What follows belongs to an exercise in optimizing a design on an open flow for small area; a production flow would make more cautious choices.
At most, simulation tests tie the RTL to the original design; equivalence was not proved.
Only the layout flow was run in runs 3 and 5 to 8; the RTL was not checked for function there.
No driver is modelled on the clock port, so clocking that relies on it looks cheaper here than on a real chip.
No activity file was given, so power comes from the tool's default toggle rates.

--- design/flow/config.mk ---
export PLATFORM = sky130hd
export DESIGN_NAME = t1b_ultrasonic
export DESIGN_NICKNAME = t1b_ultrasonic
export VERILOG_FILES = /design/flow/design.v
export SDC_FILE = /design/flow/constraint.sdc
export NUM_CORES = 4
export LEC_CHECK = 0
export CAP_MARGIN = 20
export CORE_MARGIN = 2
export CORE_UTILIZATION = 40
export SLEW_MARGIN = 20
export POST_FLOORPLAN_TCL = /design/flow/flow/rmp.tcl
export BUFFER_PORTS_ARGS = -buffer_cell sky130_fd_sc_hd__buf_1
export PRE_CTS_TCL = /design/flow/flow/clkbuf.tcl
export CTS_ARGS = -clk_nets clk_50M
export CLKBUF_CELL = sky130_fd_sc_hd__clkbuf_4
export CLKBUF_N = 3
export CLKROOT_CELL = sky130_fd_sc_hd__clkbuf_1
--- design/flow/constraint.sdc ---
create_clock -name core_clock -period 20.0 [get_ports {clk_50M}]
set_input_delay 4.0000 -clock core_clock [delete_from_list [all_inputs] [get_ports {clk_50M}]]
set_output_delay 4.0000 -clock core_clock [all_outputs]
set_load 0.01 [all_outputs]
--- design/flow/design.v ---
module t1b_ultrasonic(
    input clk_50M, reset, echo_rx,
    output reg trig,
    output op,
    output wire [15:0] distance_out
);
localparam [8:0] R0 = 9'b000010000, R241 = 9'b011001111;
wire rwrap, r204, r241;
reg        meas;             
reg [10:0] q;
reg [8:0]  r;
reg [8:0]  dreg;
wire [8:0] RNEXT = {r[7:0], ~(r[8] ^ r[4])};
assign rwrap = ((r ^ 9'b110001010) & 9'b001111101) == 9'd0;    
assign r204  = ((r ^ 9'b010011011) & 9'b110110100) == 9'd0;    
assign r241  = ((r ^ 9'b011001111) & 9'b100110111) == 9'd0;    
wire qa    = &q[10:4];
wire ew    = qa & q[3] & q[1] & ~q[0];                             
wire rclr  = load | rwrap;
wire cq    = (rwrap & ~ew) | (qa & q[3] & ~q[1] & q[0] & r204);   
wire mwrap = meas & ~q[10] & q[8] & q[7] & q[5] & q[4] & q[3] & q[2] & r241;  
wire load  = echo_rx & (ew | mwrap);
always @(*)
    trig = qa & ((q[3] & ~q[1]) | (~q[3] & q[2] & q[1] & q[0] & rwrap));
assign distance_out = {{7{&dreg[8:6]}}, dreg};
assign op = (dreg <= 9'd70);
always @(posedge clk_50M or negedge reset) begin
    if (!reset) begin
        meas <= 1'b0;
        q    <= 11'd2039;
        r    <= R241;
        dreg <= 9'd0;
    end else begin
        meas <= echo_rx & (meas | ew);
        if (meas & ~echo_rx)
            dreg <= q[8:0];
        r <= rclr ? R0 : RNEXT;
        q <= load ? 11'h7ff : q + {10'd0, cq};
    end
end
endmodule
--- design/flow/flow/run.sh ---
#!/bin/bash
# Standard ORFS flow (the standard.sh, standard synthesis unchanged) with
# three layout settings changed:
#  - after floorplan, the combinational logic is re-mapped for area with
#    OpenROAD's restructure (flow/rmp.tcl); registers are left as synthesized,
#  - port buffers use the smallest buffer (buf_1) instead of clkdlybuf4s50_1,
#  - the clock tree is one root buffer and CLKBUF_N leaf buffers
#    (flow/clkbuf.tcl) instead of TritonCTS's H-tree.
# Every tool's output goes to the ORFS logs; make's output to standard.log.
set -euo pipefail
here=$(pwd)
cat >> config.mk <<EOC
export POST_FLOORPLAN_TCL = $here/flow/rmp.tcl
export BUFFER_PORTS_ARGS = -buffer_cell sky130_fd_sc_hd__buf_1
export PRE_CTS_TCL = $here/flow/clkbuf.tcl
export CTS_ARGS = -clk_nets clk_50M
export CLKBUF_CELL = sky130_fd_sc_hd__clkbuf_4
export CLKBUF_N = 3
export CLKROOT_CELL = sky130_fd_sc_hd__clkbuf_1
EOC
bash standard.sh > standard.log 2>&1
--- design/flow/flow/clkbuf.tcl ---
# Pre-CTS hook: a two-level clock tree sized for this small design, in place
# of TritonCTS's H-tree. The clock port drives one root buffer (CLKROOT_CELL),
# which drives CLKBUF_N leaf buffers (CLKBUF_CELL); the register clock pins
# are split into CLKBUF_N groups of nearly equal size by x position, and each
# leaf buffer sits at its group's centroid. CTS then runs with
# -clk_nets clk_50M, sees a single sink and leaves the tree as it is.
set cell  $::env(CLKBUF_CELL)
set nbuf  $::env(CLKBUF_N)
set block [ord::get_db_block]
set clknet [$block findNet clk_50M]
set master [[ord::get_db] findMaster $cell]
set rootm  [[ord::get_db] findMaster $::env(CLKROOT_CELL)]
set sinks {}
foreach it [$clknet getITerms] {
  set bb [[$it getInst] getBBox]
  lappend sinks [list $it [expr {([$bb xMin] + [$bb xMax]) / 2}] [expr {([$bb yMin] + [$bb yMax]) / 2}]]
}
set sinks [lsort -integer -index 1 $sinks]
set n [llength $sinks]
set root [odb::dbInst_create $block $rootm clkbuf_root]
set rootnet [odb::dbNet_create $block clknet_root]
$rootnet setSigType CLOCK
[$root findITerm A] connect $clknet
[$root findITerm X] connect $rootnet
set rx 0; set ry 0
for {set g 0} {$g < $nbuf} {incr g} {
  set lo [expr {$g * $n / $nbuf}]
  set hi [expr {($g + 1) * $n / $nbuf - 1}]
  set inst [odb::dbInst_create $block $master clkbuf_leaf_$g]
  set net [odb::dbNet_create $block clknet_leaf_$g]
  $net setSigType CLOCK
  set sx 0; set sy 0; set k 0
  foreach s [lrange $sinks $lo $hi] {
    lassign $s it x y
    $it disconnect
    $it connect $net
    set sx [expr {$sx + $x}]; set sy [expr {$sy + $y}]; incr k
  }
  [$inst findITerm A] connect $rootnet
  [$inst findITerm X] connect $net
  $inst setLocation [expr {$sx / $k}] [expr {$sy / $k}]
  $inst setPlacementStatus PLACED
  set rx [expr {$rx + $sx / $k}]; set ry [expr {$ry + $sy / $k}]
  puts "clkbuf.tcl: clkbuf_leaf_$g ($cell) drives $k sinks"
}
$root setLocation [expr {$rx / $nbuf}] [expr {$ry / $nbuf}]
$root setPlacementStatus PLACED
detailed_placement
--- design/flow/flow/rmp.tcl ---
# Post-floorplan hook: area recovery on the combinational logic. Removes the
# buffers that synthesis inserted and re-maps the logic between registers and
# ports for area with OpenROAD's restructure (ABC). Registers are untouched.
remove_buffers
restructure -target area \
  -liberty_file [lindex $::env(LIB_FILES) 0] \
  -tielo_port sky130_fd_sc_hd__conb_1/LO -tiehi_port sky130_fd_sc_hd__conb_1/HI \
  -work_dir $::env(OBJECTS_DIR) -abc_logfile $::env(LOG_DIR)/2_1_restructure_abc.log
report_design_area
--- design/flow/standard.sh ---
#!/bin/bash
# synth_recipe.tcl (not shown) runs the flow's synth.tcl, then flattens the netlist and writes it again
# the make line also repeats each setting of config.mk as NAME=value (left out here)
make -C /OpenROAD-flow-scripts/flow DESIGN_CONFIG=/design/flow/config.mk WORK_HOME=/design/flow/orfs CLKGATE_MAP_FILE= SYNTH_SCRIPT=/design/flow/synth_recipe.tcl "${@:-finish}"
==> flow_summary.toml, run 1 <==
[status]
status = "complete, no violations"

[pwr]
swShare_pct = 20.9
ir_worst_vdd_mv = 0.0328
p_leak_uw = 0.000548
p_int_uw = 68.8
combPwrFrac_pct = 1.6
switching_power_uw = 18.2
pwr-share-clk_pct = 28.5
powerDensity_nw_per_um2 = 62.6
p_seq_share_pct = 69.9
power.total_uw = 87.0

[critical_path]
crit_chain = "nand4_1, nand4b_1, nor4_1, o21ai_0, nor2_1, nand2_1, clkinv_1, nor2_1, a211oi_1, buf_1"
r2r_cells = 14
crit_slowest_cell = "dfstp_2"
crit_arrival_ps = 2450
cp_slowest_stage_delay_ps = 570
crit_path_frequent_cell = "nor2_1"
path_class = "flop to primary output"
crit_fanout = 4
setup.worst_path.end_class = "primary output"
path_buf_inv = 2
worst-path-stages = 10
crit_family = "simple AND/OR/NAND/NOR gates"
critPathLaunchType = "flop"
crit_required_ps = 16000

[drt]
antenna_left = 0
first_pass_iters = 4
vias = 917
drc = 0
first_iter_violations = 48
wl_um = 2300
routedWlPerCell_um = 12.4
vias_per_cell = 4.93

[logic_synthesis]
yosys.area.top_type = "dfstp_2"
synthCells = 122
synth_nets = 127
avgSynthCellArea_um2 = 11.6
synth_top_area_share_pct = 29.8
yosys-top-cells-area = "dfstp_2 30%, dfrtp_1 25%, mux2_2 7.2%, nand2_1 3.7%, buf_4 3.2%"
syn_area_um2 = 1410
synth_cell_types = 32
yosysSeqAreaShare_pct = 54.6
yosysWarnings = 1
ys_seq_elements = 30

[sta]
finalHoldViolCount = 0
setup_viol = 0
worst_pin_slew_ps = 1010
fin_worst_hold_slack_ps = 443
skew_ps = 16.3
clock.fmax_mhz = 155
period_share_pct = 32.2
slew_viol_final = 0
tns_ps = 0
rsz0062_at_grt = "false"
period_minus_slack_ps = 6450
relSlewSlack_pct = 31.9

[die]
initial_core_util_pct = 42.0
num_io_pins = 21
core_um2 = 3360
rows = 21
die_h_um = 63.4
dieWidth_um = 63.4
dieArea_um2 = 4020

[cts]
path_clk_slew_ps = 110
clk_latency_ps = 390
post_cts_buffers = 0
cts.repair.resized = 0
hold_buffers = 0

[hold_path]
hold_path_class = "flop to flop"
hold_depth = 2

[layout]
final-instance-count-excl-fill = 186
final_cell_mix = "20 x buf_1, 17 x clkinv_1, 16 x dfstp_2, 15 x nor2_1, 14 x dfrtp_1"
final_common_cell = "buf_1"
utilization_pct = 41.3
fillCellCount = 361
diodes = 0
drive_gt1_share_pct = 14.3
syn_to_final_growth_pct = -1.60
nets = 145

[place]
dp_cells = 182
io_buffers = 20
routabilityCongestion = 0.841
hpwlAfterDp_um = 1730

[global_routing]
grt_pass1_wl_um = 4150
track_usage_pct = 12.2
grt_overflow = 0
grt_start_max_net_pins = 31
antenna_found_initial = 0
grt_pass1_vias = 943

[flow_run]
cap_violations = 0
-- final timing paths --
kind	slack, ps	startpoint	endpoint
min	440	r[6]	r[7]
max	13550	q[7]	trig
min reg2reg	440	r[6]	r[7]
min in group asynchronous	3600	reset	r[8]
max reg2reg	17150	q[7]	q[10]
max in group asynchronous	16070	reset	q[4]
-- layout make-up --
type,instances,area (um2),area share (%)
Inverter,17,63.8,4.59
Tap cell,46,57.6,4.14
Buffer,4,26.3,1.89
Sequential cell,30,771,55.5
Multi-Input combinational cell,68,388,27.9
Timing Repair Buffer,21,82.6,5.95
-- through the flow --
stage	worst slack, ps	cell area, um2
after floorplan	14620	1410
after global placement	14090	1360
after detailed placement	13990	1360
after CTS	13980	1390
after global routing	13220	1390
final	13550	1390
-- cell families (layout without fill, tap and decap cells) --
family          count (synthesis)  after routing  synth area share (%)
flops                          30             30                  54.6
fa+ha+maj                       2              0                  1.77
buf+inv                        11             42                  5.58
xor+xnor                        9              0                  5.58
mux                             9              0                  7.18
simple gates                   54             43                  22.1
compound gates                  7             25                  3.19
-- flip-flops by register name, summed over array words and instances (netlist names) --
name  count
meas      1
r         9
dreg      9
q        11
-- synthesized netlist by cell type, drive strengths merged --
cell / instances
a211oi: 1
a21oi: 2
a31oi: 1
and2: 5
and3: 4
and4: 2
buf: 8
clkbuf: 3
dfrtp: 14
dfstp: 16
ha: 2
mux2: 9
nand2: 14
nand2b: 5
nand3: 6
nand3b: 1
nand4: 3
nand4b: 2
nor2: 3
nor3: 4
nor4: 2
o21a: 1
o21ai: 2
or3: 2
or4b: 1
xnor2: 5
xor2: 4
-- metal layers --
| layer | track usage, % | routed length [um] |
|---|---|---|
| met1 | 15.2 | 1050 |
| met2 | 23.4 | 1140 |
| met3 | 1.79 | 120 |
| met4 | 0.543 | 0 |
| met5 | 0 | 0 |
-- power groups by stage --
stage / sequential, uW / combinational (uW) / clock (uW)
after floorplan: 61.9 / 0.0465 / 0
final: 60.8 / 1.42 / 24.8
after CTS: 61.8 / 1.51 / 18.2
after detailed placement: 61.8 / 1.50 / 0
after global placement: 61.8 / 1.45 / 0
after global routing: 60.8 / 1.67 / 29.2
-- tightest hold or removal path, stage by stage, from the launching register on --
cell and delay [ps]:
dfstp_2 370, clkinv_1 40, nor2_1 40
==> inputs of run 2 (changes only) <==
--- a/design/flow/design.v
+++ b/design/flow/design.v
@@ -7,8 +7,12 @@
 localparam [8:0] R0 = 9'b000010000, R241 = 9'b011001111;
 wire rwrap, r204, r241;
 reg        meas;             
-reg [10:0] q;
-reg [8:0]  r;
+localparam [10:0] QP = 11'b00000000000;
+localparam [8:0]  RP = 9'b011001111;
+reg [10:0] qs;
+reg [8:0]  rs;
+wire [10:0] q = qs ^ QP;
+wire [8:0]  r = rs ^ RP;
 reg [8:0]  dreg;
 wire [8:0] RNEXT = {r[7:0], ~(r[8] ^ r[4])};
 assign rwrap = ((r ^ 9'b110001010) & 9'b001111101) == 9'd0;    
@@ -27,15 +31,15 @@
 always @(posedge clk_50M or negedge reset) begin
     if (!reset) begin
         meas <= 1'b0;
-        q    <= 11'd2039;
-        r    <= R241;
+        qs   <= 11'd2039 ^ QP;
+        rs   <= R241 ^ RP;
         dreg <= 9'd0;
     end else begin
         meas <= echo_rx & (meas | ew);
         if (meas & ~echo_rx)
             dreg <= q[8:0];
-        r <= rclr ? R0 : RNEXT;
-        q <= load ? 11'h7ff : q + {10'd0, cq};
+        rs <= (rclr ? R0 : RNEXT) ^ RP;
+        qs <= (load ? 11'h7ff : q + {10'd0, cq}) ^ QP;
     end
 end
 endmodule
--- a/design/flow/flow/run.sh
+++ b/design/flow/flow/run.sh
@@ -14,8 +14,8 @@
 export BUFFER_PORTS_ARGS = -buffer_cell sky130_fd_sc_hd__buf_1
 export PRE_CTS_TCL = $here/flow/clkbuf.tcl
 export CTS_ARGS = -clk_nets clk_50M
-export CLKBUF_CELL = sky130_fd_sc_hd__clkbuf_4
-export CLKBUF_N = 3
+export CLKBUF_CELL = sky130_fd_sc_hd__clkbuf_8
+export CLKBUF_N = 2
 export CLKROOT_CELL = sky130_fd_sc_hd__clkbuf_1
 EOC
 bash standard.sh > standard.log 2>&1
==> design/flow/flow/libfilter.py (new file) <==
#!/usr/bin/env python3
# Writes a copy of a liberty file without the cells whose names match any of
# the given glob patterns (the platform's DONT_USE_CELLS), for restructure,
# which maps to every cell of the liberty file it is given.
import fnmatch, re, sys
src, dst = sys.argv[1], sys.argv[2]
pats = sys.argv[3].split()
text = open(src).read()
out = []
pos = 0
dropped = 0
for m in re.finditer(r'\n\s*cell\s*\(\s*"?([\w]+)"?\s*\)\s*\{', text):
    if m.start() < pos:
        continue
    name = m.group(1)
    if not any(fnmatch.fnmatch(name, p) for p in pats):
        continue
    # find the matching closing brace of this cell group
    depth = 0
    i = m.end() - 1
    while True:
        c = text[i]
        if c == '{':
            depth += 1
        elif c == '}':
            depth -= 1
            if depth == 0:
                break
        i += 1
    out.append(text[pos:m.start()])
    pos = i + 1
    dropped += 1
out.append(text[pos:])
open(dst, 'w').write(''.join(out))
print("libfilter: dropped %d cells" % dropped)
==> design/flow/flow/rmp.tcl (replaced) <==
# Post-floorplan hook: area recovery on the combinational logic. Removes the
# buffers that synthesis inserted and re-maps the logic between registers and
# ports for area with OpenROAD's restructure (ABC). Registers are untouched.
# restructure maps to any cell of the liberty file it is given, so it gets a
# copy without the platform's don't-use cells (flow/libfilter.py).
set rmp_lib $::env(OBJECTS_DIR)/restructure.lib
exec python3 [file dirname [info script]]/libfilter.py \
  [lindex $::env(LIB_FILES) 0] $rmp_lib $::env(DONT_USE_CELLS)
remove_buffers
restructure -target area \
  -liberty_file $rmp_lib \
  -tielo_port sky130_fd_sc_hd__conb_1/LO -tiehi_port sky130_fd_sc_hd__conb_1/HI \
  -work_dir $::env(OBJECTS_DIR) -abc_logfile $::env(LOG_DIR)/2_1_restructure_abc.log
report_design_area
--- a/design/flow/config.mk
+++ b/design/flow/config.mk
@@ -13,6 +13,6 @@
 export BUFFER_PORTS_ARGS = -buffer_cell sky130_fd_sc_hd__buf_1
 export PRE_CTS_TCL = /design/flow/flow/clkbuf.tcl
 export CTS_ARGS = -clk_nets clk_50M
-export CLKBUF_CELL = sky130_fd_sc_hd__clkbuf_4
-export CLKBUF_N = 3
+export CLKBUF_CELL = sky130_fd_sc_hd__clkbuf_8
+export CLKBUF_N = 2
 export CLKROOT_CELL = sky130_fd_sc_hd__clkbuf_1
==> run 2 against run 1 <==
Sequential cell count is the same. Synthesized cell count shrank 0.82%. Still clean. Combinational power is essentially flat. Largest cell class unchanged. Highest routed layer unchanged. Power grew 1.8%. Clock power grew 6%. Fmax shrank 2.3%. Clock skew shrank 15 ps. Cell count shrank 1.6%. Sequential share of layout area shrank 0.39 points.
==> flow_summary.toml, run 2 <==
[status]
status = "complete, no violations"

[critical_path]
path_buf_inv = 3
path_class = "flop to primary output"
crit_fanout = 4
endpoint = "trig"
crit_slowest_cell = "or4_1"
cp_slowest_stage_delay_ps = 490
crit_path_start = "qs[3]"
crit_required_ps = 16000
crit_arrival_ps = 2600
r2r_cells = 13
critPathLaunchType = "flop"
crit_chain = "clkinv_1, or4_1, nor4_1, o21ai_0, nor2_1, nand2_1, clkinv_1, nor2_1, a211oi_1, buf_1"
r2r_slack_ps = 16890
worst-path-stages = 10
r2r_end = "qs[10]"
setup.worst_path.end_class = "primary output"
r2r-start = "qs[3]"
crit_family = "simple AND/OR/NAND/NOR gates"

[drt]
antenna_left = 0
routedWlPerCell_um = 12.7
wl_um = 2320
vias_per_cell = 4.97
vias = 909
first_iter_violations = 58
drc = 0
first_pass_iters = 4

[die]
initial_core_util_pct = 41.8
die_h_um = 63.1
core_um2 = 3340
rows = 21
dieWidth_um = 63.1
num_io_pins = 21
dieArea_um2 = 3980

[sta]
rsz0062_at_grt = "false"
period_minus_slack_ps = 6600
tns_ps = 0
period_share_pct = 33.0
clock.fmax_mhz = 152
relSlewSlack_pct = 51.0
finalHoldViolCount = 0
slew_viol_final = 0
skew_ps = 0.946
worst_pin_slew_ps = 729
setup_viol = 0
fin_worst_hold_slack_ps = 438

[logic_synthesis]
yosys.area.top_type = "dfrtp_1"
synth_edf_count = 0
synth_flop_cell = "dfrtp_1"
yosysWarnings = 1
synthCells = 121
async_flop_share_pct = 100
yosys-top-cells-area = "dfrtp_1 36%, dfstp_2 19%, mux2_2 7.3%, nand2_1 4.3%, buf_4 3.8%"
synth_top_area_share_pct = 35.8
ys_top_cells_by_count = "20 x dfrtp_1, 16 x nand2_1, 10 x dfstp_2"
synth_nets = 126
synth_cell_types = 34
syn_area_um2 = 1400
synth_most_common_cell = "dfrtp_1"
ys_seq_elements = 30
yosysSeqAreaShare_pct = 54.7
avgSynthCellArea_um2 = 11.5

[flow_run]
cap_violations = 0

[cts]
cts.repair.resized = 0
post_cts_buffers = 0
hold_buffers = 0
clk_latency_ps = 370
path_clk_slew_ps = 90

[layout]
fillCellCount = 350
nets = 142
seqCellArea_um2 = 763
largest_reg_flops = 11
diodes = 0
final_cell_mix = "20 x dfrtp_1, 20 x buf_1, 15 x clkinv_1, 11 x nor2_1, 10 x dfstp_2"
reg_top3 = "qs (11), dreg (9), rs (9)"
final_area_um2 = 1390
drive_gt1_share_pct = 10.2
syn_to_final_growth_pct = -0.806
top_register = "qs"
multi_input_area_um2 = 387

[pwr]
ir_worst_vdd_mv = 0.0366
p_leak_uw = 0.000571
powerDensity_nw_per_um2 = 64.0

[global_routing]
grt_start_max_net_pins = 31
grt_pass1_wl_um = 4290
antenna_found_initial = 0
grt_pass1_vias = 935
track_usage_pct = 12.9
grt_overflow = 0

[place]
post_dp_cell_area_um2 = 1350
io_buffers = 20
routabilityCongestion = 0.820
hpwlAfterDp_um = 1770

[hold_path]
hold_path_class = "flop to flop"
[run 2: cell types whose count changed after synthesis, moves of 2 or more]
cell	change
a21oi_1	-2
dfrtp_1	+6
nand2_1	+2
and3_1	-3
and2_1	-4
or3_1	-2
buf_6	-2
nor3_1	+2
or2b_1	+5
nand2b_1	-4
dfstp_2	-6
[run 2: worst reg2reg max path: cells and delay by family (launching register included)]
family,cells,cell delay [ps]
AND/OR/NAND/NOR,10,2130
flip-flops,1,400
AO/OA/AOI/OAI,2,350
buffers and inverters,1,140
[run 2: cell type report]
| class | count | share of cell area, % |
|---|---|---|
| Inverter | 15 | 4.07 |
| Timing Repair Buffer | 22 | 6.50 |
| Multi-Input combinational cell | 67 | 27.9 |
| Buffer | 3 | 2.26 |
| Sequential cell | 30 | 55.1 |
| Tap cell | 46 | 4.16 |
[run 2: stage by stage]
step	power, uW	cells	utilization (%)	setup slack, ps
finish	88.6	183	41.5	13400
global route	93.1	183	41.5	13100
CTS	83.8	183	41.5	13820
detailed placement	63.4	180	40.6	13820
global placement	63.3	180	40.6	13980
floorplan	61.9	121	-	14810
[run 2: cells by family (layout without fill, tap and decap cells)]
| kind of cell | Yosys count | in the layout | synth area share (%) |
|---|---|---|---|
| compound gates | 7 | 25 | 3.49 |
| xor+xnor | 9 | 0 | 5.64 |
| fa+ha+maj | 2 | 0 | 1.79 |
| buf+inv | 11 | 40 | 5.64 |
| flops | 30 | 30 | 54.7 |
| mux | 9 | 0 | 7.26 |
| simple gates | 53 | 42 | 21.5 |
[run 2: worst min-delay path by stage]
stage / startpoint / to / slack [ps] / cells after the start
5_1_grt: rs[3] / rs[4] / 470 / 1
4_1_cts: rs[3] / rs[4] / 430 / 1
3_5_place_dp: rs[3] / rs[4] / 430 / 1
6_report: rs[7] / rs[8] / 440 / 1
2_1_floorplan: rs[3] / rs[4] / 410 / 1
3_3_place_gp: rs[7] / rs[8] / 420 / 1
[run 2: power by group]
| part | leakage [uW] | total (uW) | internal (uW) | switching [uW] |
|---|---|---|---|---|
| clock | 0.0000156 | 26.4 | 9.80 | 16.6 |
| combinational | 0.000191 | 1.45 | 0.228 | 1.22 |
| sequential | 0.000364 | 60.7 | 60.7 | 0 |
| total | 0.000571 | 88.6 | 70.7 | 17.8 |
[run 2: per-layer routing]
metal,track usage (%),routed length (um),vias to the layer above
met3,1.43,129,0
li1,-,-,454
met1,19.0,1100,425
met4,0.556,0,0
met5,0,0,-
met2,21.4,1100,30
==> inputs of run 3 (changes only) <==
--- a/design/flow/design.v
+++ b/design/flow/design.v
@@ -7,7 +7,7 @@
 localparam [8:0] R0 = 9'b000010000, R241 = 9'b011001111;
 wire rwrap, r204, r241;
 reg        meas;             
-localparam [10:0] QP = 11'b00000000000;
+localparam [10:0] QP = 11'b11111110111;
 localparam [8:0]  RP = 9'b011001111;
 reg [10:0] qs;
 reg [8:0]  rs;
--- a/design/flow/flow/run.sh
+++ b/design/flow/flow/run.sh
@@ -2,7 +2,9 @@
 # Standard ORFS flow (the standard.sh, standard synthesis unchanged) with
 # three layout settings changed:
 #  - after floorplan, the combinational logic is re-mapped for area with
-#    OpenROAD's restructure (flow/rmp.tcl); registers are left as synthesized,
+#    OpenROAD's restructure (flow/rmp.tcl, with the platform's don't-use
+#    cells filtered out of its liberty by flow/libfilter.py); registers are
+#    left as synthesized,
 #  - port buffers use the smallest buffer (buf_1) instead of clkdlybuf4s50_1,
 #  - the clock tree is one root buffer and CLKBUF_N leaf buffers
 #    (flow/clkbuf.tcl) instead of TritonCTS's H-tree.
--- a/design/flow/config.mk
+++ b/design/flow/config.mk
@@ -8,6 +8,7 @@
 export CAP_MARGIN = 20
 export CORE_MARGIN = 2
 export CORE_UTILIZATION = 40
+export GPL_TIMING_DRIVEN = 0
 export SLEW_MARGIN = 20
 export POST_FLOORPLAN_TCL = /design/flow/flow/rmp.tcl
 export BUFFER_PORTS_ARGS = -buffer_cell sky130_fd_sc_hd__buf_1
==> run 3 against run 2 <==
Wire length is 3.9% lower. Area after synthesis down 0.54%. Fmax shrank 5.0%. Clock power is essentially flat. Die area shrank 0.51%. Power decreased by 0.69%. Via count rose by 1.7%. Sequential share of layout area down 1.6 points.
==> flow_summary.toml, run 3 <==
[status]
status = "complete, no violations"

[layout]
syn_to_final_growth_pct = 0.991
final_common_cell = "dfrtp_1"
diodes = 0
drive_gt1_share_pct = 2.10
largest_reg_flops = 11
fillCellCount = 351
final-instance-count-excl-fill = 189
nets = 148
reg_top3 = "qs (11), dreg (9), rs (9)"
top_register = "qs"
final_cell_mix = "30 x dfrtp_1, 20 x clkinv_1, 19 x buf_1"
utilization_pct = 42.0

[critical_path]
crit_family = "simple AND/OR/NAND/NOR gates"
crit_slowest_cell = "dfrtp_1"
crit_path_start = "qs[7]"
critPathLaunchType = "flop"
crit_arrival_ps = 2950
path_class = "flop to primary output"
cp_slowest_stage_delay_ps = 430
setup.worst_path.end_class = "primary output"
r2r-start = "qs[7]"
crit_fanout = 6
crit_required_ps = 16000
crit_chain = "or3_1, or3_1, nor3_1, clkinv_1, a21oi_1, or2_0, nor3_1, a22oi_1, nor2_1, buf_1"
path_buf_inv = 2

[drt]
routedWlPerCell_um = 11.8
wl_um = 2230
vias = 924
drc = 0
vias_per_cell = 4.89
first_iter_violations = 34
first_pass_iters = 4
antenna_left = 0

[sta]
rsz0062_at_grt = "false"
period_minus_slack_ps = 6950
period_share_pct = 34.7
setup_viol = 0
clock.fmax_mhz = 144
finalHoldViolCount = 0
layout_setup_ws_ps = 13050
skew_ps = 2.35
slew_viol_final = 0
worst_pin_slew_ps = 807
relSlewSlack_pct = 45.6
tns_ps = 0

[logic_synthesis]
synthCells = 134
yosysSeqAreaShare_pct = 54.1
yosys-top-cells-area = "dfrtp_1 54%, nor2_1 4.6%, o21ai_0 3.6%, buf_4 3.2%, nand2_1 3.2%"
yosys.area.top_type = "dfrtp_1"
async_flop_share_pct = 100
synth_edf_count = 0
synth_flop_cell = "dfrtp_1"
avgSynthCellArea_um2 = 10.4
synth_nets = 140
ys_seq_elements = 30
synth_cell_types = 32
ys_top_cells_by_count = "30 x dfrtp_1, 17 x nor2_1, 12 x nand2_1"
synth_top_area_share_pct = 54.1
syn_area_um2 = 1390
yosysWarnings = 1
synth_most_common_cell = "dfrtp_1"

[die]
num_io_pins = 21
dieWidth_um = 62.9
initial_core_util_pct = 41.6
dieArea_um2 = 3960
rows = 21
die_h_um = 62.9
core_um2 = 3340

[cts]
clk_latency_ps = 350
cts.repair.resized = 0
hold_buffers = 0
post_cts_buffers = 0
path_clk_slew_ps = 90

[place]
hpwlAfterDp_um = 1710
dp_cells = 186
io_buffers = 20
routabilityCongestion = 0.783
post-place-ws_ps = 13430

[pwr]
powerDensity_nw_per_um2 = 62.7
ir_worst_vdd_mv = 0.0488
p_leak_uw = 0.000561

[global_routing]
antenna_found_initial = 0
grt_pass1_wl_um = 3880
grt_start_max_net_pins = 31
grt_overflow = 0
grt_pass1_vias = 895
track_usage_pct = 11.7

[flow_run]
cap_violations = 0

[hold_path]
holdCritStartpoint = "rs[7]"
hold_path_class = "flop to flop"
==> run 3: changes by cell type after synthesis, sizes merged, moves of 3 or more <==
cell / previous run / this run
dfrtp: 20 / 30
dfstp: 10 / 0
mux2: 9 / 1
nand2: 16 / 12
nand3: 6 / 3
nor2: 3 / 17
nor4b: 1 / 4
o21ai: 2 / 10
or2: 0 / 3
or2b: 5 / 0
or3: 0 / 4
==> run 3: final timing paths <==
kind	to	slack, ps	cells after the start
setup / recovery	trig	13050	10
hold / removal	rs[8]	430	1
setup reg to reg	qs[9]	16690	13
hold reg to reg	rs[8]	430	1
max in group asynchronous	rs[5]	15910	1
min in group asynchronous	dreg[0]	3670	1
==> run 3: per-layer routing <==
layer | global-route usage, % | routed length (um) | share of wire [%] | up-vias
li1 | - | - | - | 477
met1 | 15.2 | 1040 | 47 | 423
met2 | 21.5 | 1050 | 47 | 22
met3 | 1.62 | 124 | 5.6 | 2
met4 | 0.833 | 17 | 0.76 | 0
met5 | 0 | 0 | 0 | -
==> run 3: worst reg2reg max path, cell delays in order, from the launching register on <==
cell and delay [ps]:
dfrtp_1 430, or3_1 400, or3_1 410, nor4_1 200, a21oi_1 80, or2_0 310
nor4_1 300, clkinv_1 170, nor2_1 210, clkinv_1 120, nor2_1 140, clkinv_1 110
o21a_1 180, o21a_1 160
==> run 3: cells by family after synthesis <==
family / after synthesis / synth area share, %
xor gates and xnor gates: 9 / 5.68
AOI/OAI and AO/OA: 16 / 7.03
and+or+nand+nor: 62 / 23.2
buffers and inverters: 13 / 6.49
adders and majority gates: 3 / 2.70
DFF: 30 / 54.1
muxes: 1 / 0.811
==> run 3: through the flow <==
step	cell area [um2]	hold WS [ps]	total power (uW)
2_1_floorplan	1390	412	122
3_3_place_gp	1370	410	63.2
3_5_place_dp	1370	418	63.2
4_1_cts	1400	418	83.6
5_1_grt	1400	436	91.8
6_report	1400	429	88.0
==> run 3: layout make-up <==
class / count / area [um2] / share of cell area (%)
sequential: 30 / 751 / 53.5
multi-input combinational: 70 / 412 / 29.3
timing repair buffer: 20 / 76.3 / 5.44
inverter: 20 / 75.1 / 5.35
tap: 46 / 57.6 / 4.10
buffer: 3 / 31.3 / 2.23
==> run 3: power by group <==
| group | internal (uW) | switching, uW | total [uW] | leakage, uW |
|---|---|---|---|---|
| clock | 9.83 | 16.3 | 26.1 | 0.0000156 |
| combinational | 0.123 | 1.18 | 1.31 | 0.000192 |
| sequential | 60.6 | 0 | 60.6 | 0.000354 |
| total | 70.5 | 17.4 | 88.0 | 0.000561 |
==> inputs of run 4 (changes only) <==
--- a/design/flow/design.v
+++ b/design/flow/design.v
@@ -7,7 +7,7 @@
 localparam [8:0] R0 = 9'b000010000, R241 = 9'b011001111;
 wire rwrap, r204, r241;
 reg        meas;             
-localparam [10:0] QP = 11'b11111110111;
+localparam [10:0] QP = 11'b00000000000;
 localparam [8:0]  RP = 9'b011001111;
 reg [10:0] qs;
 reg [8:0]  rs;
==> run 4 against run 3 <==
Area after synthesis increased by 0.54%. Worst hold slack improved by 5.4 ps. Die area increased by 0.51%.
==> flow_summary.toml, run 4 <==
[global_routing]
track_usage_pct = 12.1
grt_start_max_net_pins = 31
grt_overflow = 0
grt_pass1_vias = 898
antenna_found_initial = 0
grt_pass1_wl_um = 4110

[critical_path]
critPathLaunchType = "flop"
path_class = "flop to primary output"
r2r-start = "rs[4]"
crit_path_start = "rs[4]"
crit_required_ps = 16000
setup.worst_path.end_class = "primary output"
crit_fanout = 5
crit_arrival_ps = 2590

[logic_synthesis]
synth-xor-area-share_pct = 5.65
synthSimpleGateAreaFrac_pct = 21.5
synth_most_common_cell = "dfrtp_1"
yosysSeqAreaShare_pct = 54.7
yosysWarnings = 1
synthCells = 121
ys_seq_elements = 30
synthAdderAreaFrac_pct = 1.79
synth_cell_types = 34
synth_top_family_by_area = "simple AND/OR/NAND/NOR gates"
synth.area.mux_share_pct = 7.26
syn_area_um2 = 1400
yosys.area.top_type = "dfrtp_1"
synth_flop_cell = "dfrtp_1"
synth_top_area_share_pct = 35.8
yosys-top-cells-area = "dfrtp_1 36%, dfstp_2 19%, mux2_2 7.3%, nand2_1 4.3%, buf_4 3.8%"
async_flop_share_pct = 100
ys_top_cells_by_count = "20 x dfrtp_1, 16 x nand2_1, 10 x dfstp_2"
avgSynthCellArea_um2 = 11.5
synth_edf_count = 0
synth_nets = 126
synth_compound_area_share_pct = 3.49

[pwr]
powerDensity_nw_per_um2 = 64.5
p_leak_uw = 0.000564
ir_worst_vdd_mv = 0.0550

[drt]
first_iter_violations = 50
drc = 0
wl_um = 2260
first_pass_iters = 4
vias = 902
antenna_left = 0
vias_per_cell = 4.98
routedWlPerCell_um = 12.5

[die]
initial_core_util_pct = 41.8
core_um2 = 3340
die_h_um = 63.1
num_io_pins = 21
rows = 21
dieWidth_um = 63.1
dieArea_um2 = 3980

[place]
routabilityCongestion = 0.824
hpwlAfterDp_um = 1660
io_buffers = 20

[sta]
period_minus_slack_ps = 6590
setup_viol = 0
slew_viol_final = 0
period_share_pct = 33.0
fin_worst_hold_slack_ps = 435
relSlewSlack_pct = 48.7
finalHoldViolCount = 0
rsz0062_at_grt = "false"
skew_ps = 1.99
worst_pin_slew_ps = 763
tns_ps = 0
clock.fmax_mhz = 152

[layout]
reg_top3 = "qs (11), dreg (9), rs (9)"
multi_input_area_um2 = 387
syn_to_final_growth_pct = -1.79
fillCellCount = 357
top_register = "qs"
seqCellArea_um2 = 763
largest_reg_flops = 11
final_common_cell = "dfrtp_1"
diodes = 0
nets = 140
drive_gt1_share_pct = 9.63
final_cell_mix = "20 x dfrtp_1, 19 x buf_1, 15 x clkinv_1, 11 x nor2_1, 10 x dfstp_2"

[cts]
path_clk_slew_ps = 90
post_cts_buffers = 0
cts.repair.resized = 0
clk_latency_ps = 350
hold_buffers = 0

[hold_path]
holdCritStartpoint = "rs[3]"
hold_path_class = "flop to flop"

[status]
status = "complete, no violations"

[flow_run]
cap_violations = 0
run 4: area by class of cell:
class                           count  share of cell area, %
Multi-Input combinational cell     67                   28.2
Inverter                           15                   4.11
Sequential cell                    30                   55.7
Timing Repair Buffer               20                   5.57
Buffer                              3                   2.28
Tap cell                           46                   4.20
run 4: path summary, 6_finish.rpt:
check / end / slack [ps] / cells after the start
setup / recovery: trig / 13410 / 8
max in group asynchronous: qs[3] / 15900 / 1
hold / removal: rs[4] / 430 / 1
min in group asynchronous: dreg[6] / 3670 / 1
hold reg to reg: rs[4] / 430 / 1
setup reg to reg: qs[10] / 16880 / 12
run 4: cells by family after synthesis:
family,count (synthesis)
compound gates,7
flops,30
mux,9
simple gates,53
xor+xnor,9
buf+inv,11
fa+ha+maj,2
run 4: per-layer routing:
metal,global-route usage [%],wire (um),vias to the layer above
met3,1.43,136,0
met5,0,0,-
li1,-,-,452
met2,21.0,1010,25
met1,17.1,1110,425
met4,0.278,0,0
run 4: critical path, stage by stage (launching register included):
cell	delay [ps]
dfrtp_1	420
nor4_1	690
o21ai_0	310
nor2_1	250
nand2_1	100
clkinv_1	60
nor2_1	40
a211oi_1	180
buf_1	170
run 4: where the power goes:
group	internal, uW	leakage, uW	switching [uW]
clock	9.83	0.0000156	16.6
combinational	0.125	0.000184	1.23
sequential	60.7	0.000364	0
total	70.7	0.000564	17.8
run 4: per-stage QoR:
| step | instance area, um2 | utilization (%) | total power [uW] | std cells | setup slack [ps] |
|---|---|---|---|---|---|
| floorplan | 1400 | - | 61.9 | 121 | 14810 |
| global placement | 1340 | 40.1 | 63.2 | 178 | 13860 |
| detailed placement | 1340 | 40.2 | 63.2 | 178 | 13810 |
| CTS | 1370 | 41.1 | 83.6 | 181 | 13800 |
| global route | 1370 | 41.1 | 92.8 | 181 | 13080 |
| finish | 1370 | 41.1 | 88.5 | 181 | 13410 |
==> inputs of run 5 (changes only) <==
==> design/flow/design.v (replaced) <==
module t1b_ultrasonic(
    input clk_50M, reset, echo_rx,
    output reg trig,
    output op,
    output wire [15:0] distance_out
);
localparam [8:0] R0 = 9'b000010000, R242 = 9'b110011111;
wire rwrap, r204, r241;
reg        started;          
reg        meas;             
reg [10:0] q;
reg [8:0]  rs;                 
wire [8:0] r = rs ^ R0;
reg [8:0]  dreg;
wire [8:0] RNEXT = {r[7:0], ~(r[8] ^ r[4])};
assign rwrap = ((r ^ 9'b110001010) & 9'b001111101) == 9'd0;    
assign r204  = ((r ^ 9'b010011011) & 9'b110110100) == 9'd0;    
assign r241  = ((r ^ 9'b011001111) & 9'b100110111) == 9'd0;    
wire qa    = &q[10:4];
wire ew    = qa & q[3] & q[1] & ~q[0];                             
wire rclr  = load | rwrap;
wire cq    = (rwrap & ~ew) | (qa & q[3] & ~q[1] & q[0] & r204);   
wire mwrap = meas & ~q[10] & q[8] & q[7] & q[5] & q[4] & q[3] & q[2] & r241;  
wire load  = echo_rx & (ew | mwrap);
always @(*)
    trig = started & qa & ((q[3] & ~q[1]) | (~q[3] & q[2] & q[1] & q[0] & rwrap));
assign distance_out = {{7{&dreg[8:6]}}, dreg};
assign op = (dreg <= 9'd70);
always @(posedge clk_50M or negedge reset) begin
    if (!reset) begin
        started <= 1'b0;
        dreg    <= 9'd0;
    end else begin
        started <= 1'b1;
        if (started & meas & ~echo_rx)
            dreg <= q[8:0];
    end
end
wire setq = load | ~started;
wire [8:0] rs_next = (rclr ? R0 : RNEXT) ^ R0;
always @(posedge clk_50M) begin
    meas <= started & echo_rx & (meas | ew);
    rs   <= ~started ? (R242 ^ R0) : rs_next;
    q    <= ((q + {10'd0, cq}) | {11{setq}}) & {7'h7f, started, 3'b111};
end
endmodule
==> run 5 against run 4 <==
Still clean. Core utilization fell by 0.090 points. First-iteration DRC count fell by 36%. Largest cell class unchanged. Clock skew rose by 4.2 ps. Sequential share of layout area fell by 6.3 points. Wire length fell by 0.27%.
==> flow_summary.toml, run 5 <==
[global_routing]
antenna_found_initial = 0
grt_overflow = 0
track_usage_pct = 11.9
grt_pass1_vias = 878
grt_start_max_net_pins = 17
grt_pass1_wl_um = 4000

[logic_synthesis]
synth_flop_cell = "dfxtp_1"
async_flop_share_pct = 32.3
ys_seq_elements = 31
synth_most_common_cell = "dfxtp_1"
synth_top_area_share_pct = 30.7
avgSynthCellArea_um2 = 9.93
syn_area_um2 = 1370
yosys-top-cells-area = "dfxtp_1 31%, dfrtp_1 18%, mux2_2 6.6%, nand2_1 5.2%, xnor2_1 5.1%"
synth_cell_types = 34
yosys.area.top_type = "dfxtp_1"
yosysWarnings = 1
synth_nets = 143
synth_edf_count = 0
ys_top_cells_by_count = "21 x dfxtp_1, 19 x nand2_1, 10 x dfrtp_1"
yosysSeqAreaShare_pct = 48.9
synthCells = 138

[critical_path]
crit_required_ps = 16000
crit_fanout = 4
path_class = "flop to primary output"
critPathLaunchType = "flop"
crit_arrival_ps = 2650
setup.worst_path.end_class = "primary output"
r2r_slack_ps = 17300

[layout]
syn_to_final_growth_pct = -0.913
drive_gt1_share_pct = 1.29
nets = 160
largest_reg_flops = 11
diodes = 0
reg_top3 = "q (11), dreg (9), rs (9)"
final_cell_mix = "22 x clkinv_1, 21 x dfxtp_1, 20 x buf_1, 19 x nor2_1, 16 x o21ai_0"
top_register = "q"
final_common_cell = "clkinv_1"
fillCellCount = 358

[pwr]
ir_worst_vdd_mv = 0.0426
p_leak_uw = 0.000542
powerDensity_nw_per_um2 = 67.6

[drt]
drc = 0
wl_um = 2250
antenna_left = 0
first_pass_iters = 4
vias_per_cell = 4.93
routedWlPerCell_um = 11.2
first_iter_violations = 32
vias = 990

[hold_path]
hold_path_class = "flop to flop"

[die]
rows = 21
die_h_um = 62.5
core_um2 = 3310
dieWidth_um = 62.5
dieArea_um2 = 3910
initial_core_util_pct = 41.4
num_io_pins = 21

[sta]
relSlewSlack_pct = 58.2
period_share_pct = 33.3
tns_ps = 0
finalHoldViolCount = 0
fin_worst_hold_slack_ps = 425
period_minus_slack_ps = 6650
rsz0062_at_grt = "false"
setup_viol = 0
skew_ps = 6.18
clock.fmax_mhz = 150
worst_pin_slew_ps = 625
slew_viol_final = 0

[cts]
cts.repair.resized = 0
path_clk_slew_ps = 90
clk_latency_ps = 360
hold_buffers = 0
post_cts_buffers = 0

[flow_run]
cap_violations = 0

[place]
hpwlAfterDp_um = 1770
io_buffers = 20
routabilityCongestion = 0.817

[status]
status = "complete, no violations"
## run 5: changes by cell type in the layout (fill, tap and decap cells not counted), sizes merged, moves of 3 or more
cell	change
dfxtp	+21
nand2	-5
nor2	+8
dfstp	-10
nor4	-3
or3	-3
clkinv	+7
nand4	+3
dfrtp	-10
o21ai	+9
## run 5: power by group
| group | internal [uW] | switching [uW] |
|---|---|---|
| combinational | 0.496 | 1.34 |
| sequential | 62.7 | 0.545 |
| clock | 9.83 | 16.9 |
| total | 73.1 | 18.8 |
## run 5: worst paths after layout
path	startpoint	end	cells after the start
setup / recovery	q[0]	trig	10
hold / removal	rs[3]	rs[4]	1
setup reg to reg	q[0]	q[9]	11
hold reg to reg	rs[3]	rs[4]	1
max in group asynchronous	reset	dreg[3]	1
min in group asynchronous	reset	dreg[8]	1
## run 5: cell type report
type | instances | area [um2] | area share, %
Timing Repair Buffer | 20 | 75.1 | 5.53
Buffer | 3 | 31.3 | 2.30
Inverter | 22 | 82.6 | 6.08
Multi-Input combinational cell | 79 | 440 | 32.4
Tap cell | 46 | 57.6 | 4.24
Sequential cell | 31 | 671 | 49.4
## run 5: worst max-delay path, stage by stage, from the launching register on
cell and delay (ps):
dfxtp_1 390, clkinv_1 120, or4_1 530, o32a_1 200, or2_0 230, nor2_1 170
nand2_1 120, clkinv_1 60, o21ai_0 90, nor3_1 200, buf_1 180
## run 5: per-stage QoR
step	setup WS [ps]	std cells	cell area [um2]	power, uW	utilization, %
final	13350	201	1360	91.8	41.0
after global routing	13110	201	1360	96.6	41.0
after CTS	13740	201	1360	87.3	41.0
after detailed placement	13760	198	1330	66.5	40.1
after global placement	13790	198	1330	66.5	40.1
after floorplan	14550	138	1370	66.3	-
## run 5: routing by layer
metal  part of all wire (%)  GRT usage, %
met5                      0             0
met3                    5.2          1.44
met4                   0.44          1.39
met2                     44          19.9
met1                     51          17.2
## run 5: kinds of logic (layout without fill, tap and decap cells)
family	after synthesis	after routing	share of synthesized area, %
other	1	1	0.274
buffers and inverters	16	45	6.85
XOR/XNOR	10	1	6.39
flip-flops	31	31	48.9
multiplexers	8	0	6.58
AND/OR/NAND/NOR	56	44	22.0
AO/OA/AOI/OAI	14	33	7.12
adder cells (fa/ha/maj)	2	0	1.83
==> inputs of run 6 (changes only) <==
--- a/design/flow/design.v
+++ b/design/flow/design.v
@@ -4,7 +4,7 @@
     output op,
     output wire [15:0] distance_out
 );
-localparam [8:0] R0 = 9'b000010000, R242 = 9'b110011111;
+localparam [8:0] R0 = 9'b100000100, R242 = 9'b100001100;
 wire rwrap, r204, r241;
 reg        started;          
 reg        meas;             
@@ -13,9 +13,9 @@
 wire [8:0] r = rs ^ R0;
 reg [8:0]  dreg;
 wire [8:0] RNEXT = {r[7:0], ~(r[8] ^ r[4])};
-assign rwrap = ((r ^ 9'b110001010) & 9'b001111101) == 9'd0;    
-assign r204  = ((r ^ 9'b010011011) & 9'b110110100) == 9'd0;    
-assign r241  = ((r ^ 9'b011001111) & 9'b100110111) == 9'd0;    
+assign rwrap = ((r ^ 9'b011101100) & 9'b011111101) == 9'd0;    
+assign r204  = ((r ^ 9'b111010001) & 9'b110100111) == 9'd0;    
+assign r241  = ((r ^ 9'b110000110) & 9'b111100011) == 9'd0;    
 wire qa    = &q[10:4];
 wire ew    = qa & q[3] & q[1] & ~q[0];                             
 wire rclr  = load | rwrap;
==> run 6 against run 5 <==
Die area up 3.4%. Fmax is 0.82% lower. Wire length rose by 1.7%. Cell area shrank 2.0%. Clock skew about the same. Still clean. Clock power about the same. Sequential power up 29%. Worst hold slack worse by 2.0 ps. Critical endpoint unchanged. Critical path type unchanged.
==> flow_summary.toml, run 6 <==
[status]
status = "complete, no violations"

[layout]
syn_to_final_growth_pct = -6.34
final_cell_mix = "21 x dfxtp_1, 20 x buf_1, 20 x clkinv_1, 17 x nor2_1, 10 x dfrtp_1"
final_common_cell = "dfxtp_1"
final_area_um2 = 1330
diodes = 0
nets = 154
largest_reg_flops = 11
fillCellCount = 393
reg_top3 = "q (11), dreg (9), rs (9)"
seqCellArea_um2 = 671
multi_input_area_um2 = 420
drive_gt1_share_pct = 1.34
top_register = "q"

[sta]
fin_worst_hold_slack_ps = 423
relSlewSlack_pct = 52.6
slew_viol_final = 0
tns_ps = 0
rsz0062_at_grt = "false"
period_share_pct = 33.5
setup_viol = 0
clock.fmax_mhz = 149
worst_pin_slew_ps = 709
skew_ps = 6.41
period_minus_slack_ps = 6710
finalHoldViolCount = 0
layout_setup_ws_ps = 13290

[critical_path]
crit_required_ps = 16000
path_class = "flop to primary output"
crit_fanout = 3
crit_arrival_ps = 2710
critPathLaunchType = "flop"
setup.worst_path.end_class = "primary output"

[logic_synthesis]
syn_area_um2 = 1420
yosys-top-cells-area = "dfxtp_1 30%, dfrtp_1 18%, xnor2_1 4.9%, nand2_1 4.8%, mux2_2 4.0%"
synthAdderAreaFrac_pct = 1.76
synth_compound_area_share_pct = 8.55
ys_top_cells_by_count = "21 x dfxtp_1, 18 x nand2_1, 10 x dfrtp_1"
synth_top_family_by_area = "simple AND/OR/NAND/NOR gates"
synth.area.mux_share_pct = 3.96
synthSimpleGateAreaFrac_pct = 26.2
synth_edf_count = 0
synth_nets = 145
async_flop_share_pct = 32.3
synth-xor-area-share_pct = 5.55
ys_seq_elements = 31
avgSynthCellArea_um2 = 10.1
synth_top_area_share_pct = 29.6
synth_flop_cell = "dfxtp_1"
synth_cell_types = 43
yosysWarnings = 1
yosys.area.top_type = "dfxtp_1"
yosysSeqAreaShare_pct = 47.2
synth_most_common_cell = "dfxtp_1"
synthCells = 140

[cts]
path_clk_slew_ps = 100
cts.repair.resized = 0
post_cts_buffers = 0
hold_buffers = 0
clk_latency_ps = 340

[global_routing]
grt_start_max_net_pins = 17
antenna_found_initial = 0
grt_pass1_wl_um = 4040
grt_overflow = 0
track_usage_pct = 11.8
grt_pass1_vias = 921

[drt]
drc = 0
first_iter_violations = 28
first_pass_iters = 4
antenna_left = 0
routedWlPerCell_um = 11.7
vias_per_cell = 4.75
wl_um = 2290
vias = 927

[flow_run]
cap_violations = 0

[place]
routabilityCongestion = 0.767
post-place-ws_ps = 13660
hpwlAfterDp_um = 1790
io_buffers = 20
post_dp_cell_area_um2 = 1300

[die]
rows = 21
initial_core_util_pct = 42.2
die_h_um = 63.6
num_io_pins = 21
dieWidth_um = 63.6
core_um2 = 3360
dieArea_um2 = 4040

[pwr]
powerDensity_nw_per_um2 = 94.8
ir_worst_vdd_mv = 0.0372
power.total_uw = 126
p_leak_uw = 0.000520

[hold_path]
hold_path_class = "flop to flop"
[run 6: cell count changes after synthesis, sizes merged, moves of 3 or more]
cell   previous run  this run
a21oi             8         1
mux2              8         5
nand3             8         5
o21ai             1         5
nor2b             3         0
and3              2         6
nor3              4         7
[run 6: area by class of cell]
class                   count  share of cell area, %
repair buffers             20                   5.64
multi-input cells          75                   31.6
flip-flops and latches     31                   50.4
well taps                  46                   4.33
inverters                  20                   5.64
plain buffers               3                   2.35
[run 6: layer usage]
| layer | up-vias | share of wire [%] | GRT usage (%) |
|---|---|---|---|
| met4 | 0 | 0.87 | 1.36 |
| met3 | 2 | 3.1 | 1.61 |
| li1 | 488 | - | - |
| met2 | 10 | 47 | 20.9 |
| met1 | 427 | 49 | 15.6 |
| met5 | - | 0 | 0 |
[run 6: metrics by stage]
| step | utilization (%) | instances |
|---|---|---|
| 2_1_floorplan | - | 140 |
| 3_3_place_gp | 38.6 | 192 |
| 3_5_place_dp | 38.6 | 192 |
| 4_1_cts | 39.5 | 195 |
| 5_1_grt | 39.5 | 195 |
| 6_report | 39.5 | 195 |
[run 6: kinds of logic after synthesis]
family                     Yosys count
AOI/OAI and AO/OA                   16
buffers and inverters               16
other                                1
muxes                                5
xor gates and xnor gates             9
adders and majority gates            2
and+or+nand+nor                     60
DFF                                 31
[run 6: final timing paths]
| check | slack (ps) | from | to | depth (start not counted) |
|---|---|---|---|---|
| worst max-delay path | 13290 | rs[3] | trig | 12 |
| worst min-delay path | 420 | rs[7] | rs[8] | 1 |
| worst max register to register | 16780 | rs[3] | q[10] | 16 |
| worst min register to register | 420 | rs[7] | rs[8] | 1 |
| max in group asynchronous | 16060 | reset | dreg[1] | 1 |
| min in group asynchronous | 3590 | reset | dreg[4] | 1 |
[run 6: report_power, final]
group,total (uW),switching (uW),internal [uW],leakage (uW)
logic,17.7,10.5,7.16,0.000200
registers,81.7,8.37,73.3,0.000305
clock network,26.7,16.9,9.85,0.0000156
total,126,35.8,90.3,0.000520
[run 6: critical path, cell delays in order (launching register included)]
cell	delay, ps
dfxtp_1	330
clkinv_1	70
or4_1	550
nor2_1	150
a31oi_1	70
o21a_1	210
or2_0	230
nor2_1	150
nand2_1	90
clkinv_1	60
nor2_1	50
nor4_1	220
buf_1	190
==> inputs of run 7 (changes only) <==
--- a/design/flow/design.v
+++ b/design/flow/design.v
@@ -4,7 +4,7 @@
     output op,
     output wire [15:0] distance_out
 );
-localparam [8:0] R0 = 9'b100000100, R242 = 9'b100001100;
+localparam [8:0] R0 = 9'b000111010, R242 = 9'b000111000;
 wire rwrap, r204, r241;
 reg        started;          
 reg        meas;             
@@ -12,10 +12,10 @@
 reg [8:0]  rs;                 
 wire [8:0] r = rs ^ R0;
 reg [8:0]  dreg;
-wire [8:0] RNEXT = {r[7:0], ~(r[8] ^ r[4])};
-assign rwrap = ((r ^ 9'b011101100) & 9'b011111101) == 9'd0;    
-assign r204  = ((r ^ 9'b111010001) & 9'b110100111) == 9'd0;    
-assign r241  = ((r ^ 9'b110000110) & 9'b111100011) == 9'd0;    
+wire [8:0] RNEXT = {r[7:0], ~(r[8] ^ r[3])};
+assign rwrap = ((r ^ 9'b001110101) & 9'b101011111) == 9'd0;    
+assign r204  = ((r ^ 9'b010111110) & 9'b110001111) == 9'd0;    
+assign r241  = ((r ^ 9'b000011100) & 9'b001111110) == 9'd0;    
 wire qa    = &q[10:4];
 wire ew    = qa & q[3] & q[1] & ~q[0];                             
 wire rclr  = load | rwrap;
==> run 7 against run 6 <==
Still clean. Combinational power down 62%. Area after synthesis shrank 3.3%. Setup slack worse by 170 ps. Wire length is 6.9% lower. Largest cell class unchanged.
==> flow_summary.toml, run 7 <==
[drt]
antenna_left = 0
first_pass_iters = 4
drc = 0
vias_per_cell = 4.82
vias = 954
routedWlPerCell_um = 10.8
first_iter_violations = 32
wl_um = 2130

[layout]
diodes = 0
syn_to_final_growth_pct = -3.01
fillCellCount = 349
drive_gt1_share_pct = 1.32
reg_top3 = "q (11), dreg (9), rs (9)"
top_register = "q"
seqCellArea_um2 = 671
final_common_cell = "clkinv_1"
final-instance-count-excl-fill = 198
final_cell_mix = "24 x clkinv_1, 21 x dfxtp_1, 20 x buf_1, 19 x nor2_1, 10 x dfrtp_1"
nets = 157
multi_input_area_um2 = 407
largest_reg_flops = 11
utilization_pct = 40.2
final_area_um2 = 1330

[global_routing]
antenna_found_initial = 0
grt_overflow = 0
grt_pass1_vias = 877
grt_start_max_net_pins = 17
grt_pass1_wl_um = 3610
track_usage_pct = 10.6

[critical_path]
setup.worst_path.end_class = "primary output"
crit_slowest_cell = "nor4_1"
r2r_cells = 17
crit_arrival_ps = 2880
path_class = "flop to primary output"
crit_path_frequent_cell = "clkinv_1"
crit_fanout = 3
crit_chain = "clkinv_1, nor4_1, nand4_1, nor3_1, clkinv_1, a21oi_1, or2_0, nor2_1, nand2_1, clkinv_1, nor2_1, nor4_1, buf_1"
cp_slowest_stage_delay_ps = 490
crit_required_ps = 16000
critPathLaunchType = "flop"

[pwr]
ir_worst_vdd_mv = 0.0298
p_leak_uw = 0.000487
powerDensity_nw_per_um2 = 78.1

[flow_run]
cap_violations = 0

[logic_synthesis]
synth_cell_types = 39
synth_edf_count = 0
synth_nets = 135
ys_top_cells_by_count = "21 x dfxtp_1, 17 x nand2_1, 10 x dfrtp_1"
synthCells = 130
avgSynthCellArea_um2 = 10.6
ys_seq_elements = 31
yosysSeqAreaShare_pct = 48.9
synth_top_area_share_pct = 30.6
async_flop_share_pct = 32.3
synth_most_common_cell = "dfxtp_1"
syn_area_um2 = 1370
yosysWarnings = 1
synth_flop_cell = "dfxtp_1"
yosys.area.top_type = "dfxtp_1"
yosys-top-cells-area = "dfxtp_1 31%, dfrtp_1 18%, mux2_2 5.7%, xnor2_1 5.7%, nand2_1 4.6%"

[place]
routabilityCongestion = 0.783
post_dp_cell_area_um2 = 1300
dp_cells = 195
hpwlAfterDp_um = 1670
io_buffers = 20
post-place-ws_ps = 13500

[hold_path]
hold_path_class = "flop to flop"
hold_depth = 1

[sta]
relSlewSlack_pct = 55.3
slew_viol_final = 0
layout_setup_ws_ps = 13120
period_minus_slack_ps = 6880
rsz0062_at_grt = "false"
skew_ps = 4.67
clock.fmax_mhz = 145
tns_ps = 0
setup_viol = 0
period_share_pct = 34.4
finalHoldViolCount = 0
worst_pin_slew_ps = 668

[cts]
post_cts_buffers = 0
hold_buffers = 0
path_clk_slew_ps = 90
cts.repair.resized = 0
clk_latency_ps = 360

[die]
dieWidth_um = 62.6
rows = 21
core_um2 = 3310
num_io_pins = 21
initial_core_util_pct = 41.5
die_h_um = 62.6
dieArea_um2 = 3920

[status]
status = "complete, no violations"
run 7: cell families after synthesis:
kind of cell | after synthesis | share of synthesized area [%]
multiplexers | 7 | 5.74
AO/OA/AOI/OAI | 10 | 5.74
adder cells (fa/ha/maj) | 2 | 1.82
AND/OR/NAND/NOR | 58 | 26.0
XOR/XNOR | 10 | 6.38
other | 1 | 0.273
flip-flops | 31 | 48.9
buffers and inverters | 11 | 5.20
run 7: metrics by stage:
stage / total power (uW) / hold slack [ps]
floorplan: 67.1 / 392
global placement: 78.8 / 409
detailed placement: 79.0 / 410
CTS: 99.9 / 410
global route: 110 / 437
finish: 104 / 419
run 7: power by group:
part | switching, uW | internal (uW) | total [uW]
clock network | 16.5 | 9.81 | 26.3
logic | 3.89 | 2.79 | 6.68
registers | 4.06 | 67.0 | 71.0
total | 24.4 | 79.6 | 104
run 7: final cells by class:
| cell class | instances | share of cell area (%) |
|---|---|---|
| multi-input combinational | 74 | 30.5 |
| tap | 46 | 4.32 |
| inverter | 24 | 6.77 |
| buffer | 3 | 2.35 |
| sequential | 31 | 50.4 |
| timing repair buffer | 20 | 5.64 |
run 7: metal layers:
metal / track usage, % / up-vias / part of all wire [%]
met4: 2.78 / 0 / 2.6
li1: - / 494 / -
met5: 0 / - / 0
met3: 1.80 / 5 / 5.0
met2: 18.3 / 26 / 46
met1: 13.7 / 429 / 46
run 7: final timing paths:
path	endpoint	from	slack, ps
min reg2reg	rs[6]	rs[5]	420
max	trig	q[4]	13120
min	rs[6]	rs[5]	420
max in group asynchronous	dreg[2]	reset	16120
max reg2reg	q[10]	q[4]	16580
min in group asynchronous	started	reset	3560
run 7: critical path: cells and delay by family, from the launching register on:
| kind | cells | cell delay (ps) |
|---|---|---|
| AOI/OAI and AO/OA | 1 | 210 |
| buffers and inverters | 4 | 410 |
| and+or+nand+nor | 8 | 1550 |
| DFF | 1 | 360 |
==> inputs of run 8 (changes only) <==
--- a/design/flow/design.v
+++ b/design/flow/design.v
@@ -4,7 +4,7 @@
     output op,
     output wire [15:0] distance_out
 );
-localparam [8:0] R0 = 9'b000111010, R242 = 9'b000111000;
+localparam [8:0] R0 = 9'b100000100, R242 = 9'b100001100;
 wire rwrap, r204, r241;
 reg        started;          
 reg        meas;             
@@ -12,10 +12,10 @@
 reg [8:0]  rs;                 
 wire [8:0] r = rs ^ R0;
 reg [8:0]  dreg;
-wire [8:0] RNEXT = {r[7:0], ~(r[8] ^ r[3])};
-assign rwrap = ((r ^ 9'b001110101) & 9'b101011111) == 9'd0;    
-assign r204  = ((r ^ 9'b010111110) & 9'b110001111) == 9'd0;    
-assign r241  = ((r ^ 9'b000011100) & 9'b001111110) == 9'd0;    
+wire [8:0] RNEXT = {r[7:0], ~(r[8] ^ r[4])};
+assign rwrap = ((r ^ 9'b011101100) & 9'b011111101) == 9'd0;    
+assign r204  = ((r ^ 9'b111010001) & 9'b110100111) == 9'd0;    
+assign r241  = ((r ^ 9'b110000110) & 9'b111100011) == 9'd0;    
 wire qa    = &q[10:4];
 wire ew    = qa & q[3] & q[1] & ~q[0];                             
 wire rclr  = load | rwrap;
--- a/design/flow/flow/rmp.tcl
+++ b/design/flow/flow/rmp.tcl
@@ -12,3 +12,25 @@
   -tielo_port sky130_fd_sc_hd__conb_1/LO -tiehi_port sky130_fd_sc_hd__conb_1/HI \
   -work_dir $::env(OBJECTS_DIR) -abc_logfile $::env(LOG_DIR)/2_1_restructure_abc.log
 report_design_area
+# restructure can leave tie cells whose outputs drive nothing; remove them
+set block [ord::get_db_block]
+foreach inst [$block getInsts] {
+  if {[[$inst getMaster] getName] ne "sky130_fd_sc_hd__conb_1"} { continue }
+  set used 0
+  foreach it [$inst getITerms] {
+    if {![$it isOutputSignal]} { continue }
+    set n [$it getNet]
+    if {$n eq "NULL"} { continue }
+    if {[llength [$n getITerms]] > 1 || [llength [$n getBTerms]] > 0} { set used 1 }
+  }
+  if {$used} { continue }
+  foreach it [$inst getITerms] {
+    set n [$it getNet]
+    if {$n eq "NULL"} { continue }
+    $it disconnect
+    if {[llength [$n getITerms]] == 0 && [llength [$n getBTerms]] == 0} { odb::dbNet_destroy $n }
+  }
+  puts "rmp.tcl: removed unused tie cell [$inst getName]"
+  odb::dbInst_destroy $inst
+}
+report_design_area
==> run 8 against run 7 <==
Die area increased by 3.2%. Area after synthesis increased by 3.5%. Global-route usage increased by 1.0 points. Sequential share of layout area increased by 0.19 points. Clock power increased by 2%. Sequential cell count unchanged. Sequential power increased by 15%. Critical path type unchanged. Critical endpoint unchanged. Largest cell class unchanged.
==> flow_summary.toml, run 8 <==
[critical_path]
critPathLaunchType = "flop"
r2r-start = "rs[3]"
r2r_cells = 16
setup.worst_path.end_class = "primary output"
endpoint = "trig"
crit_fanout = 3
crit_required_ps = 16000
r2r_end = "q[10]"
crit_arrival_ps = 2680
crit_path_start = "rs[3]"
path_class = "flop to primary output"
r2r_slack_ps = 16740

[place]
hpwlAfterDp_um = 1760
routabilityCongestion = 0.755
io_buffers = 20
dp_cells = 191

[drt]
antenna_left = 0
wl_um = 2260
drc = 0
routedWlPerCell_um = 11.6
vias_per_cell = 4.79
first_iter_violations = 28
vias = 929
first_pass_iters = 4

[logic_synthesis]
yosysWarnings = 1
synthCells = 140
ys_top_cells_by_count = "21 x dfxtp_1, 18 x nand2_1, 10 x dfrtp_1"
yosys-top-cells-area = "dfxtp_1 30%, dfrtp_1 18%, xnor2_1 4.9%, nand2_1 4.8%, mux2_2 4.0%"
yosys.area.top_type = "dfxtp_1"
synth_edf_count = 0
synth_cell_types = 43
yosysSeqAreaShare_pct = 47.2
synth_nets = 145
synth_top_area_share_pct = 29.6
synth_most_common_cell = "dfxtp_1"
synth_flop_cell = "dfxtp_1"
avgSynthCellArea_um2 = 10.1
ys_seq_elements = 31
syn_area_um2 = 1420
async_flop_share_pct = 32.3

[sta]
relSlewSlack_pct = 49.6
slew_viol_final = 0
worst_pin_slew_ps = 754
skew_ps = 5.66
finalHoldViolCount = 0
rsz0062_at_grt = "false"
period_minus_slack_ps = 6680
tns_ps = 0
period_share_pct = 33.4
setup_viol = 0
clock.fmax_mhz = 150

[cts]
clk_latency_ps = 340
path_clk_slew_ps = 100
post_cts_buffers = 0
cts.repair.resized = 0
hold_buffers = 0

[layout]
seqCellArea_um2 = 671
multi_input_area_um2 = 417
final_cell_mix = "21 x dfxtp_1, 20 x buf_1, 20 x clkinv_1, 17 x nor2_1, 10 x dfrtp_1"
fillCellCount = 371
largest_reg_flops = 11
final-instance-count-excl-fill = 194
reg_top3 = "q (11), dreg (9), rs (9)"
syn_to_final_growth_pct = -6.61
diodes = 0
nets = 153
top_register = "q"
final_common_cell = "dfxtp_1"
drive_gt1_share_pct = 1.35

[die]
rows = 21
initial_core_util_pct = 42.2
dieArea_um2 = 4040
dieWidth_um = 63.6
die_h_um = 63.6
core_um2 = 3360
num_io_pins = 21

[hold_path]
hold_path_class = "flop to flop"

[pwr]
ir_worst_vdd_mv = 0.0532
powerDensity_nw_per_um2 = 95.0
p_leak_uw = 0.000517

[status]
status = "complete, no violations"

[flow_run]
cap_violations = 0

[global_routing]
antenna_found_initial = 0
grt_overflow = 0
grt_pass1_vias = 872
grt_pass1_wl_um = 3950
grt_start_max_net_pins = 17
track_usage_pct = 11.6
-- run 8: metrics by stage --
stage               cell area, um2  hold WS, ps  power, uW  setup WS, ps  utilization, %
global route                  1330          463        136         12990            39.4
finish                        1330          425        126         13320            39.4
CTS                           1330          414        122         13680            39.4
global placement              1290          406       99.6         13740            38.5
floorplan                     1420          411       67.6         14750               -
detailed placement            1290          414        101         13700            38.5
-- run 8: cells by family after synthesis --
group	share of synthesized area (%)
mux	3.96
compound gates	8.55
fa+ha+maj	1.76
simple gates	26.2
other cells	0.264
buf+inv	6.52
xor+xnor	5.55
flops	47.2
-- run 8: how the worst min path moves through the flow --
stage,from,to,depth (start not counted)
final,rs[7],rs[8],1
after CTS,rs[7],rs[8],1
after global routing,rs[3],rs[4],2
after detailed placement,rs[7],rs[8],1
after floorplan,rs[7],rs[8],1
after global placement,rs[7],rs[8],1
-- run 8: cell type report --
type | count | area share [%]
flip-flops and latches | 31 | 50.6
multi-input cells | 74 | 31.4
repair buffers | 20 | 5.66
inverters | 20 | 5.66
well taps | 46 | 4.34
plain buffers | 3 | 2.36
-- run 8: power breakdown --
group | total [uW] | internal [uW] | leakage [uW] | switching (uW)
Clock | 26.9 | 9.87 | 0.0000156 | 17.0
Combinational | 17.5 | 7.17 | 0.000197 | 10.3
Sequential | 81.6 | 73.3 | 0.000305 | 8.26
Total | 126 | 90.4 | 0.000517 | 35.7
-- run 8: critical path: stages, from the launching register on --
cell and delay [ps]:
dfxtp_1 330, clkinv_1 70, or4_1 550, nor2_1 150, a31oi_1 60, o21a_1 200
or2_0 230, nor2_1 150, nand2_1 90, clkinv_1 70, nor2_1 50, nor4_1 190
buf_1 190
-- run 8: metal layers --
metal / vias to the layer above / wire, um / global-route usage [%]
met3: 2 / 66 / 1.07
met2: 10 / 1050 / 20.9
li1: 491 / - / -
met1: 426 / 1130 / 15.7
met4: 0 / 20 / 0.815
met5: - / 0 / 0

[port drivers added, routing unchanged]
In the flow no input, the clock included, has a driving cell. The finished layouts below were timed again as built, in two steps.
Step 1 sets driving cells, clkbuf_16 on the clock port and buf_2 on the other inputs (assumed; they add their load-dependent delay and slew).
Step 2, shift: input delay + t, output delay - t, t = (earliest + latest rising clock arrival at the registers) / 2. This alone moves slack from input paths to output paths.
Three values: no drivers, after step 1, after step 2; two values: the first two.
run	t (ns)	setup slack, ns	worst hold slack (ns)	slew at the worst register clock pin (ns)	worst slew at a driven data input, ns
run 1	0.402	13.553 / 13.532 / 13.934	0.443 / 0.443 / 0.443	0.11 / 0.11	0.03
run 2	0.386	13.401 / 13.380 / 13.766	0.438 / 0.438 / 0.438	0.09 / 0.09	0.03
run 3	0.366	13.052 / 13.030 / 13.396	0.429 / 0.429 / 0.429	0.09 / 0.09	0.03
run 4	0.371	13.407 / 13.387 / 13.758	0.435 / 0.435 / 0.435	0.09 / 0.09	0.03
run 5	0.374	13.347 / 13.326 / 13.700	0.425 / 0.425 / 0.425	0.09 / 0.09	0.03
run 6	0.362	13.291 / 13.269 / 13.632	0.423 / 0.423 / 0.423	0.10 / 0.10	0.03
run 7	0.381	13.119 / 13.096 / 13.477	0.419 / 0.419 / 0.419	0.09 / 0.09	0.03
run 8	0.355	13.323 / 13.301 / 13.656	0.425 / 0.425 / 0.425	0.10 / 0.10	0.03
After both steps every run listed still meets setup and hold.
